Source: an optimization exercise on an open RTL-to-GDS flow (aim: small area). Production flows keep margins and buffers that such runs may drop.
For this run, only the layout was checked, not whether the RTL still works.
The flow treats the clock pin as an ideal source, which a real chip does not have.
Power is estimated from default activity; no workload was simulated.

## flow/flow/abc.script

```
strash
&get -n
&deepsyn -T 120
&dch -f
&nf -p -R 1000 -C 32 -F 8 -A 8
&put
topo
```

## flow/flow/cts_pre.tcl

```tcl
# Hand-built two-level clock tree (ORFS PRE_CTS hook): a root clkbuf_8 fed by
# the clock port drives NLEAF clkbuf_8 leaf buffers, each placed at the centre
# of a cluster of flip-flops (k-means on their positions). CTS then skips the
# clock net (CTS_ARGS -clk_nets i_Clk), and the flow goes on as usual
# (detailed placement, timing repair).
source [file join [file dirname [info script]] manual_cts_lib.tcl]
manual_clock_tree i_Clk $::env(MANUAL_CTS_NLEAF) sky130_fd_sc_hd__clkbuf_8 sky130_fd_sc_hd__clkbuf_8
```

## flow/flow/manual_cts_lib.tcl

```tcl
# Build a two-level clock tree by hand: root buffer at the sinks' centre,
# driving NLEAF leaf buffers, each at the centre of a cluster of flip-flops.
proc manual_clock_tree { clk_port_net nleaf leaf_master root_master } {
  set block [ord::get_db_block]
  set db [ord::get_db]
  set clk [$block findNet $clk_port_net]
  set sinks {}
  foreach it [$clk getITerms] {
    lappend sinks $it
  }
  # positions
  set pts {}
  foreach it $sinks {
    set b [[$it getInst] getBBox]
    lappend pts [list [expr {([$b xMin]+[$b xMax])/2}] [expr {([$b yMin]+[$b yMax])/2}]]
  }
  set n [llength $sinks]
  # k-means init: sort by x then y slices
  set idx [lsort -integer -increasing -command {apply {{a b} {expr {0}}}} {}]
  set cents {}
  set order [lsort -real -index 0 [lmap p $pts i [lrange [lsearch -all $pts *] 0 end] {list [lindex $p 0] $i}]]
  for {set k 0} {$k < $nleaf} {incr k} {
    set i [lindex [lindex $order [expr {int(($k + 0.5) * $n / $nleaf)}]] 1]
    lappend cents [lindex $pts $i]
  }
  for {set iter 0} {$iter < 30} {incr iter} {
    set asg {}
    foreach p $pts {
      set best 0; set bd 1e30
      for {set k 0} {$k < $nleaf} {incr k} {
        set c [lindex $cents $k]
        set d [expr {abs([lindex $p 0]-[lindex $c 0]) + abs([lindex $p 1]-[lindex $c 1])}]
        if {$d < $bd} {set bd $d; set best $k}
      }
      lappend asg $best
    }
    set nc {}
    for {set k 0} {$k < $nleaf} {incr k} {
      set sx 0; set sy 0; set cnt 0
      foreach p $pts a $asg { if {$a == $k} { set sx [expr {$sx+[lindex $p 0]}]; set sy [expr {$sy+[lindex $p 1]}]; incr cnt } }
      if {$cnt > 0} { lappend nc [list [expr {$sx/$cnt}] [expr {$sy/$cnt}]] } else { lappend nc [lindex $cents $k] }
    }
    set cents $nc
  }
  set lm [$db findMaster $leaf_master]
  set rm [$db findMaster $root_master]
  set rnet [odb::dbNet_create $block clk_root]
  $rnet setSigType CLOCK
  set rx 0; set ry 0
  for {set k 0} {$k < $nleaf} {incr k} {
    set c [lindex $cents $k]
    set rx [expr {$rx + [lindex $c 0]}]; set ry [expr {$ry + [lindex $c 1]}]
    set inst [odb::dbInst_create $block $lm clkleaf_$k]
    set net [odb::dbNet_create $block clk_leaf_$k]
    $net setSigType CLOCK
    [$inst findITerm A] connect $rnet
    [$inst findITerm X] connect $net
    $inst setLocation [expr {int([lindex $c 0])}] [expr {int([lindex $c 1])}]
    $inst setPlacementStatus PLACED
    foreach it $sinks a $asg {
      if {$a == $k} { $it disconnect; $it connect $net }
    }
  }
  set root [odb::dbInst_create $block $rm clkroot]
  [$root findITerm A] connect $clk
  [$root findITerm X] connect $rnet
  $root setLocation [expr {int($rx/$nleaf)}] [expr {int($ry/$nleaf)}]
  $root setPlacementStatus PLACED
}
```

## flow/design.v

```verilog
localparam [12:0]
    START_WALLS_1 = 13'b0110100001111,
    START_WALLS_2 = 13'b0110000001111,
    START_WALLS_3 = 13'b0111000001111;
module Key(i_Clk, i_Rst, i_Push, o_Push, o_fOut);
    input i_Clk, i_Rst;
    input [3:0] i_Push;
    output [3:0] o_Push;
    output o_fOut;
    reg [5:0] c_ClkCnt;
    reg [3:0] c_Pushed;
    wire fLowZero = ~|c_ClkCnt[4:0];
    wire fChanged = |(i_Push ^ c_Pushed);
    wire fLstClk  = c_ClkCnt[5] & fLowZero;
    assign o_Push = ~(i_Push | c_Pushed),
           o_fOut = fLstClk && fChanged && |o_Push;
    always@(posedge i_Clk, negedge i_Rst)
        if(!i_Rst) begin
            c_ClkCnt <= 0;
            c_Pushed <= 0;
        end else begin
            c_ClkCnt <= fChanged ? {c_ClkCnt[4:0], c_ClkCnt[5] ^ c_ClkCnt[4] ^ fLowZero} : 6'd0;
            if (fChanged && fLstClk) c_Pushed <= ~i_Push;
        end
endmodule
module Timer(
    input i_Clk,
    input i_Rst,
    input i_Enable,
    output reg [3:0] o_Sec0, o_Sec1, o_Sec2
);
    localparam [15:0] LST_CLK = 16'h9487;
    reg [15:0] c_ClkCnt;
    wire fLstClk  = c_ClkCnt == LST_CLK;
    wire fLstSec0 = o_Sec0 == 9,
         fLstSec1 = o_Sec1 == 9,
         fLstSec2 = o_Sec2 == 9;
    wire fIncSec1 = fLstClk && fLstSec0,
         fIncSec2 = fIncSec1 && fLstSec1;
    wire fFeedback = ~(c_ClkCnt[15] ^ c_ClkCnt[14] ^ c_ClkCnt[12] ^ c_ClkCnt[3]);
    always@ (posedge i_Clk, negedge i_Rst)
        if (!i_Rst) begin
            o_Sec0   <= 0;
            o_Sec1   <= 0;
            o_Sec2   <= 0;
        end else if (!i_Enable) begin
            o_Sec0   <= 0;
            o_Sec1   <= 0;
            o_Sec2   <= 0;
        end else begin
            if (fLstClk)  o_Sec0 <= fLstSec0 ? 4'd0 : o_Sec0 + 4'd1;
            if (fIncSec1) o_Sec1 <= fLstSec1 ? 4'd0 : o_Sec1 + 4'd1;
            if (fIncSec2) o_Sec2 <= fLstSec2 ? 4'd0 : o_Sec2 + 4'd1;
        end
    always@ (posedge i_Clk)
        c_ClkCnt <= (!i_Enable | fLstClk) ? 16'd0 : {c_ClkCnt[14:0], fFeedback};
endmodule
module FND(i_Data, o_FND);
input	[3:0] i_Data;
output	reg	[6:0] o_FND;	 
always@*
	case(i_Data)
		4'h0	: o_FND = 7'b1000000;
		4'h1	: o_FND = 7'b1111001;
		4'h2	: o_FND = 7'b0100100;
		4'h3	: o_FND = 7'b0110000;
		4'h4	: o_FND = 7'b0011001;
		4'h5	: o_FND = 7'b0010010;
		4'h6	: o_FND = 7'b0000010;
		4'h7	: o_FND = 7'b1011000;
		4'h8	: o_FND = 7'b0000000;
		4'h9	: o_FND = 7'b0011000;
		default	: o_FND = 7'h7f;
	endcase
endmodule
module ClkDiv(
	input Clk,
	input Rst,
	output Clk25m);
	reg r_Clk;
	assign Clk25m = r_Clk;
always@(posedge Clk, negedge Rst)
begin
	if (!Rst)
		r_Clk <= 0;
	else
		r_Clk <= ~r_Clk;
end
endmodule
module Draw (
    input i_Clk, i_Rst,
    input [1:0] i_Level,
    output reg [5:0] o_BlockPos_X,
    output reg [4:0] o_BlockPos_Y,
    output o_Clk, o_blank, o_hsync, o_vsync, o_fDrawDone);
    reg [9:0] r_PixelPos_X, r_PixelPos_Y;
    reg [5:0] r_BorderCnt_X, r_BorderCnt_Y;
    wire halfClk;
    ClkDiv clk25m(i_Clk, i_Rst, halfClk);
    wire [5:0] BlockLast = i_Level == 2'd2 ? 6'd39 :
                          (i_Level == 2'd3 ? 6'd19 :
                          (i_Level == 2'd0 ? 6'd15 : 6'd62));
    wire hBlank    = r_PixelPos_X >= 640,
         vBlank    = r_PixelPos_Y >= 480,
         hDrawDone = r_PixelPos_X == 639,
         vDrawDone = r_PixelPos_Y == 479,
         fBorder_X = r_BorderCnt_X == BlockLast,
         fBorder_Y = r_BorderCnt_Y == BlockLast;
    assign o_Clk       = halfClk,
           o_hsync     = r_PixelPos_X < 656 || r_PixelPos_X >= 752,
           o_vsync     = r_PixelPos_Y < 490 || r_PixelPos_Y >= 492,
           o_blank     = ~(hBlank || vBlank),
           o_fDrawDone = hDrawDone & vDrawDone;
    always@(posedge i_Clk, negedge i_Rst)
        if (!i_Rst) begin
            r_PixelPos_X  <= 0;
            r_PixelPos_Y  <= 0;
            r_BorderCnt_X <= 0;
            r_BorderCnt_Y <= 0;
            o_BlockPos_X  <= 0;
            o_BlockPos_Y  <= 0;
        end else if (!halfClk) begin
            r_PixelPos_X  <= r_PixelPos_X < 800 ? r_PixelPos_X + 10'd1 : 10'd0;
            if (r_PixelPos_X == 799)
                r_PixelPos_Y <= r_PixelPos_Y == 524 ? 10'd0 : r_PixelPos_Y + 10'd1;
            r_BorderCnt_X <= hBlank | fBorder_X ? 6'd0 : r_BorderCnt_X + 6'd1;
            if (hDrawDone)
                r_BorderCnt_Y <= fBorder_Y | vBlank ? 6'd0 : r_BorderCnt_Y + 6'd1;
            o_BlockPos_X  <= hBlank ? 6'd0 : (fBorder_X ? o_BlockPos_X + 6'd1 : o_BlockPos_X);
            o_BlockPos_Y  <= vBlank ? 5'd0 : (hDrawDone & fBorder_Y ? o_BlockPos_Y + 5'd1 : o_BlockPos_Y);
        end
endmodule
module MazeRom(input [1:0] i_Level, input [4:0] i_Y, input [5:0] i_X, output o_Wall);
  wire n0, n1, n2, n3, n4, n5, n6, n7, n8, n9, n10, n11, n12, n13, n14, n15, n16, n17, n18, n19, n20, n21, n22, n23, n24, n25, n26, n27, n28, n29, n30, n31, n32, n33, n34, n35, n36, n37, n38, n39, n40, n41, n42, n43, n44, n45, n46, n47, n48, n49, n50, n51, n52, n53, n54, n55, n56, n57, n58, n59, n60, n61, n62, n63, n64, n65, n66, n67, n68, n69, n70, n71, n72, n73, n74, n75, n76, n77, n78, n79, n80, n81, n82, n83, n84, n85, n86, n87, n88, n89, n90, n91, n92, n93, n94, n95, n96, n97, n98, n99, n100, n101, n102, n103, n104, n105, n106, n107, n108, n109, n110, n111, n112, n113, n114, n115, n116, n117, n118, n119, n120, n121, n122, n123, n124, n125, n126, n127, n128, n129, n130, n131, n132, n133, n134, n135, n136, n137, n138, n139, n140, n141, n142, n143, n144, n145, n146, n147, n148, n149, n150, n151, n152, n153, n154, n155, n156, n157, n158, n159, n160, n161, n162, n163, n164, n165, n166, n167, n168, n169, n170, n171, n172, n173, n174, n175, n176, n177, n178, n179, n180, n181, n182, n183, n184, n185, n186, n187, n188, n189, n190, n191, n192, n193, n194, n195, n196, n197, n198, n199, n200, n201, n202, n203, n204, n205, n206, n207, n208, n209, n210, n211, n212, n213, n214, n215, n216, n217, n218, n219, n220, n221, n222, n223, n224, n225, n226, n227, n228, n229, n230, n231, n232, n233, n234, n235, n236, n237, n238, n239, n240, n241, n242, n243, n244, n245, n246, n247, n248, n249, n250, n251, n252, n253, n254, n255, n256, n257, n258, n259, n260, n261, n262, n263, n264, n265, n266, n267, n268, n269, n270, n271, n272, n273, n274, n275, n276, n277, n278, n279, n280, n281, n282, n283, n284, n285, n286, n287, n288, n289, n290, n291, n292, n293, n294, n295, n296, n297, n298, n299, n300, n301, n302, n303, n304, n305, n306, n307, n308, n309, n310, n311, n312, n313, n314, n315, n316, n317, n318, n319, n320, n321, n322, n323, n324, n325, n326, n327, n328, n329, n330, n331, n332, n333, n334, n335, n336, n337, n338, n339, n340, n341, n342, n343, n344, n345, n346, n347, n348, n349, n350, n351, n352, n353;
  assign n0 = i_Y[1] ? 1'b0 : 1'b1;
  assign n1 = i_X[1] ? 1'b1 : n0;
  assign n2 = i_X[2] ? 1'b1 : n1;
  assign n3 = i_X[2] ? n1 : n0;
  assign n4 = i_X[3] ? n3 : n2;
  assign n5 = i_X[4] ? n4 : 1'b1;
  assign n6 = i_X[5] ? n0 : n5;
  assign n7 = i_X[1] ? n0 : 1'b1;
  assign n8 = i_X[2] ? n7 : 1'b1;
  assign n9 = i_X[3] ? n8 : 1'b1;
  assign n10 = i_Level[1] ? n9 : n6;
  assign n11 = i_X[2] ? n0 : n7;
  assign n12 = i_X[2] ? 1'b1 : n7;
  assign n13 = i_X[3] ? n12 : n11;
  assign n14 = i_X[3] ? 1'b1 : n12;
  assign n15 = i_X[4] ? n14 : n13;
  assign n16 = i_X[5] ? 1'b1 : n15;
  assign n17 = i_X[3] ? 1'b1 : n3;
  assign n18 = i_Level[1] ? n17 : n16;
  assign n19 = i_X[0] ? n18 : n10;
  assign n20 = i_X[3] ? n8 : n7;
  assign n21 = i_X[4] ? n20 : 1'b1;
  assign n22 = i_X[2] ? n0 : n1;
  assign n23 = i_X[3] ? 1'b1 : n22;
  assign n24 = i_X[4] ? 1'b1 : n23;
  assign n25 = i_X[0] ? n24 : n21;
  assign n26 = i_Level[0] ? n25 : n19;
  assign n27 = i_Y[1] ? 1'b1 : 1'b0;
  assign n28 = i_X[1] ? n27 : n0;
  assign n29 = i_X[2] ? n28 : n7;
  assign n30 = i_X[3] ? n29 : 1'b1;
  assign n31 = i_X[1] ? n0 : n27;
  assign n32 = i_X[2] ? n7 : n31;
  assign n33 = i_X[1] ? n27 : 1'b0;
  assign n34 = i_X[1] ? n27 : 1'b1;
  assign n35 = i_X[2] ? n34 : n33;
  assign n36 = i_X[3] ? n35 : n32;
  assign n37 = i_X[4] ? n36 : n30;
  assign n38 = i_X[2] ? 1'b1 : n27;
  assign n39 = i_X[5] ? n38 : n37;
  assign n40 = i_X[3] ? 1'b0 : n7;
  assign n41 = i_Level[1] ? n40 : n39;
  assign n42 = i_X[2] ? n1 : n31;
  assign n43 = i_X[3] ? 1'b1 : n42;
  assign n44 = i_X[4] ? 1'b1 : n43;
  assign n45 = i_X[5] ? 1'b1 : n44;
  assign n46 = i_X[1] ? n0 : 1'b0;
  assign n47 = i_X[2] ? 1'b0 : n46;
  assign n48 = i_X[1] ? 1'b0 : n27;
  assign n49 = i_X[1] ? 1'b1 : n27;
  assign n50 = i_X[2] ? n49 : n48;
  assign n51 = i_X[3] ? n50 : n47;
  assign n52 = i_Level[1] ? n51 : n45;
  assign n53 = i_X[0] ? n52 : n41;
  assign n54 = i_X[1] ? 1'b0 : 1'b1;
  assign n55 = i_X[2] ? n54 : 1'b1;
  assign n56 = i_X[3] ? n55 : 1'b1;
  assign n57 = i_X[2] ? n7 : n48;
  assign n58 = i_X[2] ? n27 : n31;
  assign n59 = i_X[3] ? n58 : n57;
  assign n60 = i_X[4] ? n59 : n56;
  assign n61 = i_X[2] ? n46 : n49;
  assign n62 = i_X[2] ? n1 : 1'b0;
  assign n63 = i_X[3] ? n62 : n61;
  assign n64 = i_X[4] ? 1'b1 : n63;
  assign n65 = i_X[0] ? n64 : n60;
  assign n66 = i_Level[0] ? n65 : n53;
  assign n67 = i_Y[3] ? n66 : n26;
  assign n68 = i_X[2] ? n1 : n7;
  assign n69 = i_X[2] ? n54 : n7;
  assign n70 = i_X[3] ? n69 : n68;
  assign n71 = i_X[1] ? 1'b1 : 1'b0;
  assign n72 = i_X[2] ? 1'b0 : n71;
  assign n73 = i_X[1] ? 1'b0 : n0;
  assign n74 = i_X[3] ? n73 : n72;
  assign n75 = i_X[4] ? n74 : n70;
  assign n76 = i_X[2] ? n73 : n1;
  assign n77 = i_X[5] ? n76 : n75;
  assign n78 = i_X[2] ? n46 : 1'b1;
  assign n79 = i_X[2] ? n48 : n7;
  assign n80 = i_X[3] ? n79 : n78;
  assign n81 = i_X[4] ? n80 : 1'b1;
  assign n82 = i_Level[1] ? n81 : n77;
  assign n83 = i_X[2] ? n0 : 1'b0;
  assign n84 = i_X[2] ? n1 : n46;
  assign n85 = i_X[3] ? n84 : n83;
  assign n86 = i_X[2] ? n0 : 1'b1;
  assign n87 = i_X[2] ? n1 : 1'b1;
  assign n88 = i_X[3] ? n87 : n86;
  assign n89 = i_X[4] ? n88 : n85;
  assign n90 = i_X[5] ? n87 : n89;
  assign n91 = i_X[2] ? n49 : n46;
  assign n92 = i_X[2] ? n48 : n31;
  assign n93 = i_X[3] ? n92 : n91;
  assign n94 = i_X[3] ? 1'b1 : n2;
  assign n95 = i_X[4] ? n94 : n93;
  assign n96 = i_Level[1] ? n95 : n90;
  assign n97 = i_X[0] ? n96 : n82;
  assign n98 = i_X[2] ? n28 : n34;
  assign n99 = i_X[2] ? 1'b0 : n73;
  assign n100 = i_X[3] ? n99 : n98;
  assign n101 = i_X[4] ? 1'b0 : n100;
  assign n102 = i_X[5] ? 1'b0 : n101;
  assign n103 = i_X[2] ? n73 : n33;
  assign n104 = i_X[3] ? n103 : 1'b0;
  assign n105 = i_X[2] ? n28 : n33;
  assign n106 = i_X[2] ? n48 : n28;
  assign n107 = i_X[3] ? n106 : n105;
  assign n108 = i_X[4] ? n107 : n104;
  assign n109 = i_X[2] ? n71 : n54;
  assign n110 = i_X[5] ? n109 : n108;
  assign n111 = i_X[0] ? n110 : n102;
  assign n112 = i_Y[3] ? n111 : n97;
  assign n113 = i_Y[4] ? n112 : n67;
  assign n114 = i_X[2] ? n54 : n1;
  assign n115 = i_X[3] ? n114 : 1'b1;
  assign n116 = i_X[3] ? 1'b1 : n28;
  assign n117 = i_X[4] ? n116 : n115;
  assign n118 = i_X[2] ? n28 : n48;
  assign n119 = i_X[5] ? n118 : n117;
  assign n120 = i_X[2] ? n46 : n54;
  assign n121 = i_X[3] ? n120 : 1'b1;
  assign n122 = i_Level[1] ? n121 : n119;
  assign n123 = i_X[2] ? 1'b1 : n49;
  assign n124 = i_X[2] ? n27 : n34;
  assign n125 = i_X[3] ? n124 : n123;
  assign n126 = i_X[3] ? 1'b1 : n38;
  assign n127 = i_X[4] ? n126 : n125;
  assign n128 = i_X[5] ? 1'b1 : n127;
  assign n129 = i_X[2] ? 1'b1 : n46;
  assign n130 = i_X[3] ? n129 : n28;
  assign n131 = i_Level[1] ? n130 : n128;
  assign n132 = i_X[0] ? n131 : n122;
  assign n133 = i_X[2] ? n73 : 1'b1;
  assign n134 = i_X[3] ? n133 : 1'b1;
  assign n135 = i_X[2] ? n7 : n49;
  assign n136 = i_X[2] ? n31 : n34;
  assign n137 = i_X[3] ? n136 : n135;
  assign n138 = i_X[4] ? n137 : n134;
  assign n139 = i_X[2] ? n31 : n46;
  assign n140 = i_X[3] ? n38 : n139;
  assign n141 = i_X[4] ? 1'b1 : n140;
  assign n142 = i_X[0] ? n141 : n138;
  assign n143 = i_Level[0] ? n142 : n132;
  assign n144 = i_X[2] ? n34 : 1'b1;
  assign n145 = i_X[3] ? n144 : 1'b1;
  assign n146 = i_X[2] ? n7 : n1;
  assign n147 = i_X[3] ? n146 : n31;
  assign n148 = i_X[4] ? n147 : n145;
  assign n149 = i_X[2] ? n34 : n1;
  assign n150 = i_X[5] ? n149 : n148;
  assign n151 = i_X[2] ? n46 : n48;
  assign n152 = i_X[3] ? n118 : n151;
  assign n153 = i_X[4] ? n152 : 1'b1;
  assign n154 = i_Level[1] ? n153 : n150;
  assign n155 = i_X[2] ? n48 : n71;
  assign n156 = i_X[3] ? n123 : n155;
  assign n157 = i_X[4] ? 1'b1 : n156;
  assign n158 = i_X[5] ? 1'b1 : n157;
  assign n159 = i_X[2] ? n7 : n71;
  assign n160 = i_X[2] ? n31 : n49;
  assign n161 = i_X[3] ? n160 : n159;
  assign n162 = i_X[4] ? 1'b1 : n161;
  assign n163 = i_Level[1] ? n162 : n158;
  assign n164 = i_X[0] ? n163 : n154;
  assign n165 = i_Y[3] ? n164 : n143;
  assign n166 = i_X[2] ? 1'b0 : n34;
  assign n167 = i_X[3] ? n166 : n79;
  assign n168 = i_X[4] ? 1'b0 : n167;
  assign n169 = i_X[5] ? 1'b0 : n168;
  assign n170 = i_X[2] ? n31 : n7;
  assign n171 = i_X[2] ? n31 : n54;
  assign n172 = i_X[3] ? n171 : n170;
  assign n173 = i_X[2] ? 1'b0 : n0;
  assign n174 = i_X[2] ? 1'b0 : n48;
  assign n175 = i_X[3] ? n174 : n173;
  assign n176 = i_X[4] ? n175 : n172;
  assign n177 = i_Level[1] ? n176 : n169;
  assign n178 = i_X[2] ? n28 : n71;
  assign n179 = i_X[3] ? 1'b0 : n178;
  assign n180 = i_X[4] ? n179 : 1'b0;
  assign n181 = i_X[5] ? n95 : n180;
  assign n182 = i_X[2] ? n31 : 1'b0;
  assign n183 = i_X[3] ? n91 : n182;
  assign n184 = i_X[4] ? n183 : 1'b0;
  assign n185 = i_Level[1] ? n184 : n181;
  assign n186 = i_X[0] ? n185 : n177;
  assign n187 = i_X[4] ? 1'b0 : n99;
  assign n188 = i_X[5] ? 1'b0 : n187;
  assign n189 = i_X[3] ? n99 : 1'b0;
  assign n190 = i_X[4] ? n189 : 1'b0;
  assign n191 = i_X[5] ? n38 : n190;
  assign n192 = i_X[0] ? n191 : n188;
  assign n193 = i_Y[3] ? n192 : n186;
  assign n194 = i_Y[4] ? n193 : n165;
  assign n195 = i_Y[2] ? n194 : n113;
  assign n196 = i_X[2] ? n27 : n48;
  assign n197 = i_X[3] ? n196 : n171;
  assign n198 = i_X[2] ? 1'b0 : n33;
  assign n199 = i_X[3] ? 1'b0 : n198;
  assign n200 = i_X[4] ? n199 : n197;
  assign n201 = i_X[5] ? 1'b0 : n200;
  assign n202 = i_X[3] ? n174 : n79;
  assign n203 = i_Level[1] ? n202 : n201;
  assign n204 = i_X[2] ? n33 : n73;
  assign n205 = i_X[2] ? n71 : n31;
  assign n206 = i_X[3] ? n205 : n204;
  assign n207 = i_X[4] ? n206 : 1'b0;
  assign n208 = i_X[2] ? n49 : n27;
  assign n209 = i_X[5] ? n208 : n207;
  assign n210 = i_X[2] ? n71 : 1'b0;
  assign n211 = i_X[3] ? n210 : 1'b0;
  assign n212 = i_Level[1] ? n211 : n209;
  assign n213 = i_X[0] ? n212 : n203;
  assign n214 = i_X[2] ? n71 : n34;
  assign n215 = i_X[2] ? n48 : 1'b0;
  assign n216 = i_X[3] ? n215 : n214;
  assign n217 = i_X[4] ? 1'b0 : n216;
  assign n218 = i_X[2] ? n33 : n31;
  assign n219 = i_X[2] ? n71 : n33;
  assign n220 = i_X[3] ? n219 : n218;
  assign n221 = i_X[4] ? n220 : 1'b0;
  assign n222 = i_X[0] ? n221 : n217;
  assign n223 = i_Level[0] ? n222 : n213;
  assign n224 = i_X[3] ? n198 : n54;
  assign n225 = i_X[4] ? 1'b0 : n224;
  assign n226 = i_X[5] ? 1'b0 : n225;
  assign n227 = i_X[3] ? n34 : 1'b1;
  assign n228 = i_Level[1] ? n227 : n226;
  assign n229 = i_X[3] ? n139 : 1'b0;
  assign n230 = i_X[2] ? n46 : n73;
  assign n231 = i_X[3] ? n230 : n171;
  assign n232 = i_X[4] ? n231 : n229;
  assign n233 = i_X[5] ? n210 : n232;
  assign n234 = i_X[3] ? 1'b1 : n208;
  assign n235 = i_Level[1] ? n234 : n233;
  assign n236 = i_X[0] ? n235 : n228;
  assign n237 = i_X[2] ? n1 : n54;
  assign n238 = i_X[2] ? n27 : n1;
  assign n239 = i_X[3] ? n238 : n237;
  assign n240 = i_X[4] ? 1'b0 : n239;
  assign n241 = i_X[3] ? n83 : 1'b0;
  assign n242 = i_X[2] ? n73 : n27;
  assign n243 = i_X[3] ? n214 : n242;
  assign n244 = i_X[4] ? n243 : n241;
  assign n245 = i_X[0] ? n244 : n240;
  assign n246 = i_Level[0] ? n245 : n236;
  assign n247 = i_Y[3] ? n246 : n223;
  assign n248 = i_X[2] ? n27 : n49;
  assign n249 = i_X[3] ? n248 : 1'b1;
  assign n250 = i_X[3] ? n196 : n210;
  assign n251 = i_X[4] ? n250 : n249;
  assign n252 = i_X[2] ? n33 : 1'b0;
  assign n253 = i_X[5] ? n252 : n251;
  assign n254 = i_X[2] ? n27 : 1'b1;
  assign n255 = i_X[2] ? n34 : n28;
  assign n256 = i_X[3] ? n255 : n254;
  assign n257 = i_X[2] ? n48 : n34;
  assign n258 = i_X[3] ? n252 : n257;
  assign n259 = i_X[4] ? n258 : n256;
  assign n260 = i_Level[1] ? n259 : n253;
  assign n261 = i_X[2] ? n48 : n33;
  assign n262 = i_X[2] ? n1 : n27;
  assign n263 = i_X[3] ? n262 : n261;
  assign n264 = i_X[2] ? 1'b1 : n34;
  assign n265 = i_X[2] ? n34 : n49;
  assign n266 = i_X[3] ? n265 : n264;
  assign n267 = i_X[4] ? n266 : n263;
  assign n268 = i_X[5] ? n38 : n267;
  assign n269 = i_X[3] ? n198 : 1'b0;
  assign n270 = i_X[2] ? n34 : n71;
  assign n271 = i_X[3] ? n49 : n270;
  assign n272 = i_X[4] ? n271 : n269;
  assign n273 = i_Level[1] ? n272 : n268;
  assign n274 = i_X[0] ? n273 : n260;
  assign n275 = i_X[2] ? n49 : 1'b1;
  assign n276 = i_X[3] ? n275 : 1'b1;
  assign n277 = i_X[2] ? n31 : n0;
  assign n278 = i_X[3] ? n277 : n136;
  assign n279 = i_X[4] ? n278 : n276;
  assign n280 = i_X[5] ? n36 : n279;
  assign n281 = i_X[2] ? n27 : n33;
  assign n282 = i_X[3] ? n2 : n281;
  assign n283 = i_X[4] ? 1'b1 : n282;
  assign n284 = i_X[5] ? 1'b1 : n283;
  assign n285 = i_X[0] ? n284 : n280;
  assign n286 = i_Y[3] ? n285 : n274;
  assign n287 = i_Y[4] ? n286 : n247;
  assign n288 = i_X[2] ? 1'b0 : n54;
  assign n289 = i_X[3] ? 1'b0 : n288;
  assign n290 = i_X[4] ? 1'b0 : n289;
  assign n291 = i_X[5] ? 1'b0 : n290;
  assign n292 = i_X[2] ? n28 : n54;
  assign n293 = i_X[2] ? n33 : 1'b1;
  assign n294 = i_X[3] ? n293 : n292;
  assign n295 = i_Level[1] ? n294 : n291;
  assign n296 = i_X[2] ? 1'b1 : n73;
  assign n297 = i_X[3] ? n296 : 1'b0;
  assign n298 = i_X[2] ? n54 : n0;
  assign n299 = i_X[3] ? n215 : n298;
  assign n300 = i_X[4] ? n299 : n297;
  assign n301 = i_X[2] ? n71 : 1'b1;
  assign n302 = i_X[5] ? n301 : n300;
  assign n303 = i_X[3] ? n275 : 1'b0;
  assign n304 = i_Level[1] ? n303 : n302;
  assign n305 = i_X[0] ? n304 : n295;
  assign n306 = i_X[3] ? n173 : n98;
  assign n307 = i_X[4] ? 1'b0 : n306;
  assign n308 = i_X[2] ? 1'b1 : 1'b0;
  assign n309 = i_X[3] ? n308 : 1'b0;
  assign n310 = i_X[2] ? n33 : n48;
  assign n311 = i_X[3] ? n91 : n310;
  assign n312 = i_X[4] ? n311 : n309;
  assign n313 = i_X[0] ? n312 : n307;
  assign n314 = i_Level[0] ? n313 : n305;
  assign n315 = i_X[3] ? n288 : n78;
  assign n316 = i_X[4] ? 1'b0 : n315;
  assign n317 = i_X[5] ? 1'b0 : n316;
  assign n318 = i_X[2] ? n33 : n54;
  assign n319 = i_X[2] ? n71 : n73;
  assign n320 = i_X[3] ? n319 : n318;
  assign n321 = i_X[3] ? 1'b0 : n174;
  assign n322 = i_X[4] ? n321 : n320;
  assign n323 = i_Level[1] ? n322 : n317;
  assign n324 = i_X[2] ? n7 : n46;
  assign n325 = i_X[3] ? n50 : n324;
  assign n326 = i_X[4] ? n325 : n211;
  assign n327 = i_X[5] ? n210 : n326;
  assign n328 = i_X[2] ? n49 : n7;
  assign n329 = i_X[3] ? n328 : n114;
  assign n330 = i_X[4] ? n329 : 1'b0;
  assign n331 = i_Level[1] ? n330 : n327;
  assign n332 = i_X[0] ? n331 : n323;
  assign n333 = i_Y[3] ? n332 : n314;
  assign n334 = i_X[2] ? n31 : 1'b1;
  assign n335 = i_X[3] ? n2 : n334;
  assign n336 = i_X[4] ? n335 : n9;
  assign n337 = i_X[5] ? n69 : n336;
  assign n338 = i_X[3] ? n254 : n144;
  assign n339 = i_X[4] ? n338 : 1'b1;
  assign n340 = i_Level[1] ? n339 : n337;
  assign n341 = i_X[2] ? 1'b1 : n71;
  assign n342 = i_X[3] ? n341 : n262;
  assign n343 = i_X[4] ? 1'b1 : n342;
  assign n344 = i_X[5] ? 1'b1 : n343;
  assign n345 = i_X[3] ? n49 : n248;
  assign n346 = i_X[3] ? n123 : n38;
  assign n347 = i_X[4] ? n346 : n345;
  assign n348 = i_Level[1] ? n347 : n344;
  assign n349 = i_X[0] ? n348 : n340;
  assign n350 = i_Y[3] ? 1'b1 : n349;
  assign n351 = i_Y[4] ? n350 : n333;
  assign n352 = i_Y[2] ? n351 : n287;
  assign n353 = i_Y[0] ? n352 : n195;
  assign o_Wall = n353;
endmodule
module Top(
    input i_Clk, i_Rst,
    input [3:0] i_Keyboard,
    output [6:0] o_FND0, o_FND1, o_FND2,
    output [7:0] o_Red, o_Green, o_Blue,
    output o_Clk, o_blank, o_hsync, o_vsync,
    output [1:0] o_LED0,
    output [3:0] o_LED1,
    output [3:0] o_LED2);
localparam [12:0]
    START_WALLS_1 = 13'b0110100001111,
    START_WALLS_2 = 13'b0110000001111,
    START_WALLS_3 = 13'b0111000001111;
    localparam
        IDLE     = 2'b00,
        RUNNING  = 2'b01,
        MOVE     = 2'b10,
        LV_CHECK = 2'b11;
    localparam
        LV_IDLE = 2'd1,
        LV_1    = 2'd2,
        LV_2    = 2'd3,
        LV_3    = 2'd0;
    localparam
        LEFT  = 2'b00,
        UP    = 2'b01,
        DOWN  = 2'b10,
        RIGHT = 2'b11;
    reg [1:0] c_State;
    reg [1:0] c_Level;           
    reg       c_Lag;             
    reg [5:0] c_PlayerPos_X;     
    reg [4:0] c_PlayerPos_Y;     
    reg [1:0] c_NextDirection;
    reg       c_NeedMove;
    reg wC, wL, wU, wD, wR, wLL, wUU, wDD, wRR, wUL, wUR, wDL, wDR;
    wire [3:0] Key_o_Direction;
    wire       Key_o_fOut;
    wire [3:0] Timer_o_Sec0, Timer_o_Sec1, Timer_o_Sec2;
    wire [5:0] BlockPos_X;
    wire [4:0] BlockPos_Y;
    wire       fDrawDone;
    wire       RomWall;
    wire       fRunning = c_State != IDLE;
    Key K0(i_Clk, i_Rst, i_Keyboard, Key_o_Direction, Key_o_fOut);
    Timer T0(i_Clk, i_Rst, fRunning, Timer_o_Sec0, Timer_o_Sec1, Timer_o_Sec2);
    Draw D0(i_Clk, i_Rst, c_Level, BlockPos_X, BlockPos_Y, o_Clk, o_blank, o_hsync, o_vsync, fDrawDone);
    MazeRom R0(c_Level, BlockPos_Y, BlockPos_X, RomWall);
    FND F0(Timer_o_Sec0, o_FND0);
    FND F1(Timer_o_Sec1, o_FND1);
    FND F2(Timer_o_Sec2, o_FND2);
    wire [5:0] dX = BlockPos_X - c_PlayerPos_X;
    wire [4:0] dY = BlockPos_Y - c_PlayerPos_Y;
    wire dXm2 = dX == 6'd62, dXm1 = dX == 6'd63, dX0 = dX == 6'd0, dXp1 = dX == 6'd1, dXp2 = dX == 6'd2;
    wire dYm2 = dY == 5'd30, dYm1 = dY == 5'd31, dY0 = dY == 5'd0, dYp1 = dY == 5'd1, dYp2 = dY == 5'd2;
    wire fPlayer = dX0 & dY0;
    wire fWall   = RomWall & ~c_Lag & (c_Level != LV_IDLE);
    wire fGoal   = (c_Level == LV_1 & BlockPos_X == 6'd14 & BlockPos_Y == 5'd10) |
                   (c_Level == LV_2 & BlockPos_X == 6'd30 & BlockPos_Y == 5'd22) |
                   (c_Level == LV_3 & BlockPos_X == 6'd38 & BlockPos_Y == 5'd28);
    assign o_Red   = {8{fPlayer | fWall}},
           o_Green = {8{fGoal | fWall}},
           o_Blue  = {8{fWall}};
    reg [3:0] LagFree;
    always @*
        case (c_Level)
            LV_2:    LagFree = ~START_WALLS_1[11:8];
            LV_3:    LagFree = ~START_WALLS_2[11:8];
            default: LagFree = 4'b1111;
        endcase
    wire [3:0] Free = c_Lag ? LagFree : ~{wL, wU, wD, wR};
    wire fLeft = Free[3], fUp = Free[2], fDown = Free[1], fRight = Free[0];
    wire fStart   = c_State == IDLE & Key_o_fOut,
         fMove    = c_State == MOVE,
         fLvCheck = c_State == LV_CHECK;
    wire fNeedMove = fRunning & |(Key_o_Direction & Free);
    wire fAtGoal = (c_Level == LV_1 & c_PlayerPos_X == 6'd14 & c_PlayerPos_Y == 5'd10) |
                   (c_Level == LV_2 & c_PlayerPos_X == 6'd30 & c_PlayerPos_Y == 5'd22) |
                   (c_Level == LV_3 & c_PlayerPos_X == 6'd38 & c_PlayerPos_Y == 5'd28);
    wire fLevelUP = fLvCheck & fAtGoal;
    wire fLoad = fStart | fLevelUP;
    reg [12:0] StartWalls;
    always @*
        case (c_Level)
            LV_IDLE: StartWalls = START_WALLS_1;
            LV_1:    StartWalls = START_WALLS_2;
            default: StartWalls = START_WALLS_3;
        endcase
    assign o_LED0 = c_State,
           o_LED1 = i_Keyboard,
           o_LED2 = Free;
    always @(posedge i_Clk, negedge i_Rst)
        if (!i_Rst) begin
            c_State <= IDLE;
            c_Level <= LV_IDLE;
            c_PlayerPos_X   <= 0;
            c_PlayerPos_Y   <= 0;
            c_NeedMove      <= 0;
        end else begin
            if (fLoad) c_Level <= c_Level + 2'd1;
            c_NeedMove <= fNeedMove ? 1'b1 : (fMove ? 1'b0 : c_NeedMove);
            case (c_State)
                IDLE:     if (fStart) c_State <= RUNNING;
                RUNNING:  if (fDrawDone && c_NeedMove) c_State <= MOVE;
                MOVE:     c_State <= LV_CHECK;
                LV_CHECK: c_State <= RUNNING;
            endcase
            if (fLoad) begin
                c_PlayerPos_X <= 1;
                c_PlayerPos_Y <= 1;
            end else if (fMove)
                case (c_NextDirection)
                    LEFT:  c_PlayerPos_X <= c_PlayerPos_X - 6'd1;
                    RIGHT: c_PlayerPos_X <= c_PlayerPos_X + 6'd1;
                    UP:    c_PlayerPos_Y <= c_PlayerPos_Y - 5'd1;
                    DOWN:  c_PlayerPos_Y <= c_PlayerPos_Y + 5'd1;
                endcase
        end
    always @(posedge i_Clk) begin
        c_Lag <= fLoad;
        if (fNeedMove)
            c_NextDirection <= Key_o_Direction[3] ? LEFT :
                              (Key_o_Direction[2] ? UP :
                              (Key_o_Direction[1] ? DOWN : RIGHT));
        if (fLoad)
            {wC, wL, wU, wD, wR, wLL, wUU, wDD, wRR, wUL, wUR, wDL, wDR} <= StartWalls;
        else if (fMove) begin
            case (c_NextDirection)
                LEFT:  {wL, wU, wD, wR} <= {wLL, wUL, wDL, wC};
                RIGHT: {wL, wU, wD, wR} <= {wC, wUR, wDR, wRR};
                UP:    {wL, wU, wD, wR} <= {wUL, wUU, wC, wUR};
                DOWN:  {wL, wU, wD, wR} <= {wDL, wC, wDD, wDR};
            endcase
            {wC, wLL, wUU, wDD, wRR, wUL, wUR, wDL, wDR} <= 0;
        end else if (o_blank) begin
            if (dX0  & dY0 ) wC  <= RomWall;
            if (dXm2 & dY0 ) wLL <= RomWall;
            if (dX0  & dYm2) wUU <= RomWall;
            if (dX0  & dYp2) wDD <= RomWall;
            if (dXp2 & dY0 ) wRR <= RomWall;
            if (dXm1 & dYm1) wUL <= RomWall;
            if (dXp1 & dYm1) wUR <= RomWall;
            if (dXm1 & dYp1) wDL <= RomWall;
            if (dXp1 & dYp1) wDR <= RomWall;
        end
    end
endmodule
```

## flow/flow/run.sh

```bash
#!/bin/bash
# Layout flow: the standard ORFS flow (standard.sh), changed only in how
# cells are chosen:
#  - synthesis is the standard flow's script (synth_recipe.tcl's steps, same registers),
#    except that ABC maps the logic with an area-oriented script (abc.script)
#    and adders are left to ABC instead of full/half-adder cells;
#    pass-through wires get buf_1 instead of buf_4
#  - ports are buffered with buf_1
#  - clock tree: built by cts_pre.tcl (root + leaf clkbuf_8 buffers)
# Every tool writes its full log under orfs/logs; make's output is in flow.log.
set -euo pipefail
F=$(cd "$(dirname "${BASH_SOURCE[0]}")" && pwd)
export MY_ABC_SCRIPT=$F/abc.script
export MANUAL_CTS_NLEAF=8
bash standard.sh \
  SYNTH_SCRIPT=$F/synth.tcl \
  ADDER_MAP_FILE= \
  "MIN_BUF_CELL_AND_PORTS=sky130_fd_sc_hd__buf_1 A X" \
  "BUFFER_PORTS_ARGS=-buffer_cell sky130_fd_sc_hd__buf_1" \
  PRE_CTS_TCL=$F/cts_pre.tcl \
  "CTS_ARGS=-buf_list sky130_fd_sc_hd__clkbuf_8 -dont_use_dummy_load -clk_nets i_Clk" \
  finish > flow.log 2>&1
```

## flow/standard.sh

```bash
#!/bin/bash
# synth_recipe.tcl (not shown) runs the flow's synth.tcl, then flattens the netlist and writes it again
# the make line also repeats each setting of config.mk as NAME=value (left out here)
make -C /OpenROAD-flow-scripts/flow DESIGN_CONFIG=/design/flow/config.mk WORK_HOME=/design/flow/orfs CLKGATE_MAP_FILE= SYNTH_SCRIPT=/design/flow/synth_recipe.tcl "${@:-finish}"
```

## flow/flow/synth.tcl

```tcl
# synth_recipe.tcl with one change: the abc call uses $MY_ABC_SCRIPT.
proc synth {args} { yosys synth -nofsm -noshare {*}$args }
proc abc {args} {
  set i [lsearch -exact $args -script]
  if { $i >= 0 } { set args [lreplace $args [expr {$i + 1}] [expr {$i + 1}] $::env(MY_ABC_SCRIPT)] }
  yosys abc {*}$args
}
source $::env(SCRIPTS_DIR)/synth.tcl
# left out here: clear keep_hierarchy, flatten, clean up, hide names made inside functions, write 1_2_yosys.v
```

## flow/constraint.sdc

```tcl
create_clock -name core_clock -period 20.0 [get_ports {i_Clk}]
set_input_delay 4.0000 -clock core_clock [delete_from_list [all_inputs] [get_ports {i_Clk}]]
set_output_delay 4.0000 -clock core_clock [all_outputs]
set_load 0.01 [all_outputs]
```

## flow/config.mk

```make
export PLATFORM = sky130hd
export DESIGN_NAME = Top
export DESIGN_NICKNAME = Top
export VERILOG_FILES = /design/flow/design.v
export SDC_FILE = /design/flow/constraint.sdc
export NUM_CORES = 8
export LEC_CHECK = 0
export CAP_MARGIN = 20
export CORE_MARGIN = 2
export CORE_UTILIZATION = 40
export SLEW_MARGIN = 20
```

==> flow_summary.toml <==
[run_status]
status = "finished clean"

[grt]
grt_pass1_vias = 6725
grt_pass1_wl_mm = 35.7
grt_usage_pct = 21.7
grt_antenna_before_repair = 0
gr-total-overflow = 0
grt_max_degree = 46

[critical_path]
reg2reg_from = "D0.o_BlockPos_Y[1]"
critical_path.max_fanout = 13
worstSetupEndpointType = "primary output"
arrival_ns = 4.91
cp.required_ns = 16.00
cp-endpoint = "o_Green[1]"
critPathKind = "flip-flop to primary output"
rr_worst_depth = 13
critPathLaunch = "D0.o_BlockPos_Y[1]"
r2r_end = "wDL"
start_kind = "flip-flop"
r2r_setup_slack_ns = 15.70

[cells_and_area]
final_nets = 995
fillCellCount = 1877
stdcell_count = 1216
antenna-diode-count = 0
drive_gt1_share_pct = 2.63
area_growth_pct = 8.44

[yosys]
syn_area_per_cell_um2 = 7.93
ys_seq_area_share_pct = 38.5
synth_area_um2 = 7390
postSynthCellCount = 933
synth_top_area_share_pct = 27.4
synth_cell_types = 61
ys_warn_count = 6
yosys-top-cells-area = "dfrtp_1 27%, nor2_1 6.9%, edfxtp_1 6.1%"
yosys-top-cells-count = "135 x nor2_1, 87 x nand2_1, 83 x a21oi_1"
synth_edf_count = 15
ys_seq_elements = 114
async_flop_share_pct = 71.9
synth_nets = 939
synth.most_common_cell = "nor2_1"
synthFlopType = "dfrtp_1"
synth_top_cell_by_area = "dfrtp_1"

[routing]
dr.pass1.iters = 8
via_per_inst = 6.14
drcViolationCount = 0
routedWlPerCell_um = 18.2
num_vias = 7467
wirelength_mm = 22.1
ant_nets = 0
drtIter0Drc = 948

[run]
timing.max_cap.violations = 0

[timing]
fin_ws_ns = 11.09
fin_hold_ws_ns = 0.461
max_freq_mhz = 112
finalCriticalPeriod_ns = 8.91
period_share_pct = 44.6
finalMaxSlewViolations = 0
max_slew_margin_pct = 36.9
worstMarginPinSlew_ns = 0.940
grt_setup_unrepaired = "no"
fin_skew_ns = 0.0254
finalSetupTns_ns = 0
finalSetupViolCount = 0
finalHoldViolations = 0

[pwr]
p_leak_nw = 2.99
power.density_nw_per_um2 = 90.0
ir_drop_v = 0.0000520

[floorplanning]
io_pins = 65
die_area_um2 = 19600
coreArea_um2 = 18000
die_height_um = 140
start_util_pct = 41.0
rows = 49
fp.dieW_um = 140

[cts]
cts_resized = 0
clk_pin_slew_ns = 0.10
cts_hold_buffers = 0
clkLatencyLatePin_ns = 0.40
postCtsSetupBuffers = 0

[place]
hpwlAfterDp_mm = 15.9
dp_cells = 1207
portBuffers = 64
pre_cts_slack_ns = 11.63
gp_congestion = 1.06

[min_path]
hold_path.class = "flip-flop to flip-flop"
==> cell families after synthesis <==
kind of cell / count (synthesis) / synth area share [%]
AOI/OAI and AO/OA: 266 / 22.4
xor gates and xnor gates: 33 / 3.91
buffers and inverters: 54 / 2.74
DFF: 114 / 38.5
muxes: 10 / 2.05
and+or+nand+nor: 456 / 30.5
==> sequential cells by signal, indices dropped and copies added (netlist names), 5 cells and up <==
name	count
K0.c_ClkCnt	6
D0.o_BlockPos_X	6
D0.r_BorderCnt_X	6
D0.r_PixelPos_X	10
D0.o_BlockPos_Y	5
c_PlayerPos_X	6
D0.r_PixelPos_Y	10
T0.c_ClkCnt	16
D0.r_BorderCnt_Y	6
c_PlayerPos_Y	5
==> power by group <==
group	switching [mW]	total [mW]	leakage, nW	internal [mW]
logic	0.168	0.273	1.61	0.105
clock network	0.0701	0.111	0.0647	0.0406
registers	0.0566	0.338	1.32	0.282
total	0.295	0.722	2.99	0.427
==> cell type report <==
| cell class | count | area, µm² | area share (%) |
|---|---|---|---|
| multi-input combinational | 765 | 4350 | 54.2 |
| buffer | 9 | 124 | 1.54 |
| tap | 229 | 287 | 3.57 |
| inverter | 24 | 90.1 | 1.12 |
| timing repair buffer | 75 | 327 | 4.07 |
| sequential | 114 | 2840 | 35.5 |
==> worst min path at each step <==
| stage | startpoint | end | slack, ns | depth (start not counted) |
|---|---|---|---|---|
| detailed placement | T0.c_ClkCnt[7] | T0.c_ClkCnt[8] | 0.44 | 1 |
| CTS | T0.c_ClkCnt[2] | T0.c_ClkCnt[3] | 0.44 | 1 |
| finish | T0.c_ClkCnt[2] | T0.c_ClkCnt[3] | 0.46 | 1 |
| global route | T0.c_ClkCnt[4] | T0.c_ClkCnt[5] | 0.48 | 1 |
| global placement | T0.c_ClkCnt[2] | T0.c_ClkCnt[3] | 0.43 | 1 |
| floorplan | T0.c_ClkCnt[2] | T0.c_ClkCnt[3] | 0.42 | 1 |
==> stage by stage <==
stage,area (µm²),total power [mW],util (%)
6_report,8020,0.722,44.5
5_1_grt,8020,0.777,44.5
4_1_cts,8020,0.694,44.5
3_5_place_dp,7900,0.611,43.8
3_3_place_gp,7900,0.614,43.8
2_1_floorplan,7390,0.530,-
==> layout by cell type, fill, tap and decap left out, types with 9 or more instances in the layout <==
cell type	count
nor3_1	56
and3_1	18
or2_0	10
nor2b_1	32
a21oi_1	83
o22ai_1	16
a31oi_1	19
nor2_1	135
nand2_1	87
nand2b_1	25
xnor2_1	25
clkbuf_8	9
buf_4	11
o21ai_0	63
buf_1	63
dfxtp_1	17
nand3_1	20
dfrtp_1	81
a211oi_1	10
edfxtp_1	15
clkinv_1	24
nand4_1	12
and2_0	26
==> metal layers <==
metal  GRT usage (%)  wire length [µm]
met5               0                 0
met1            31.9              9940
met3            2.94              1750
met2            33.1              9500
met4            7.26               959
==> critical path, cell delays in order (launching register included) <==
cell and delay (ns):
dfrtp_1 0.65, clkinv_1 0.49, nor2_1 0.47, a2111oi_0 0.24, a311o_1 0.46, a221oi_1 0.40, nor3_1 0.10, o21ai_0 0.20
o211ai_1 0.12, o311ai_0 0.12, o21ai_0 0.29, or3_1 0.48, o21ai_0 0.27, buf_1 0.21

## afterwards: timing with drivers on the ports
No port has a modelled driver above. Below, the same layout with a new extraction and two added sets of constraints.
Step 1 assumes that a clkbuf_16 drives the clock port and a buf_2 every other input.
Step 2, shift: input delay + t, output delay - t, t = (earliest + latest rising clock arrival at the registers) / 2. This alone moves slack from input paths to output paths.
a / b / c = ideal / step 1 / step 2; a / b = the first two.
shift t [ns]: 0.428
slack for setup (ns): 11.087 / 11.051 / 11.479
worst slew at a driven data input, ns: 0.03
After both steps setup and hold are still met in this run. The setup slack of this run moves by -0.036 ns with the drivers and by +0.392 ns with both steps.
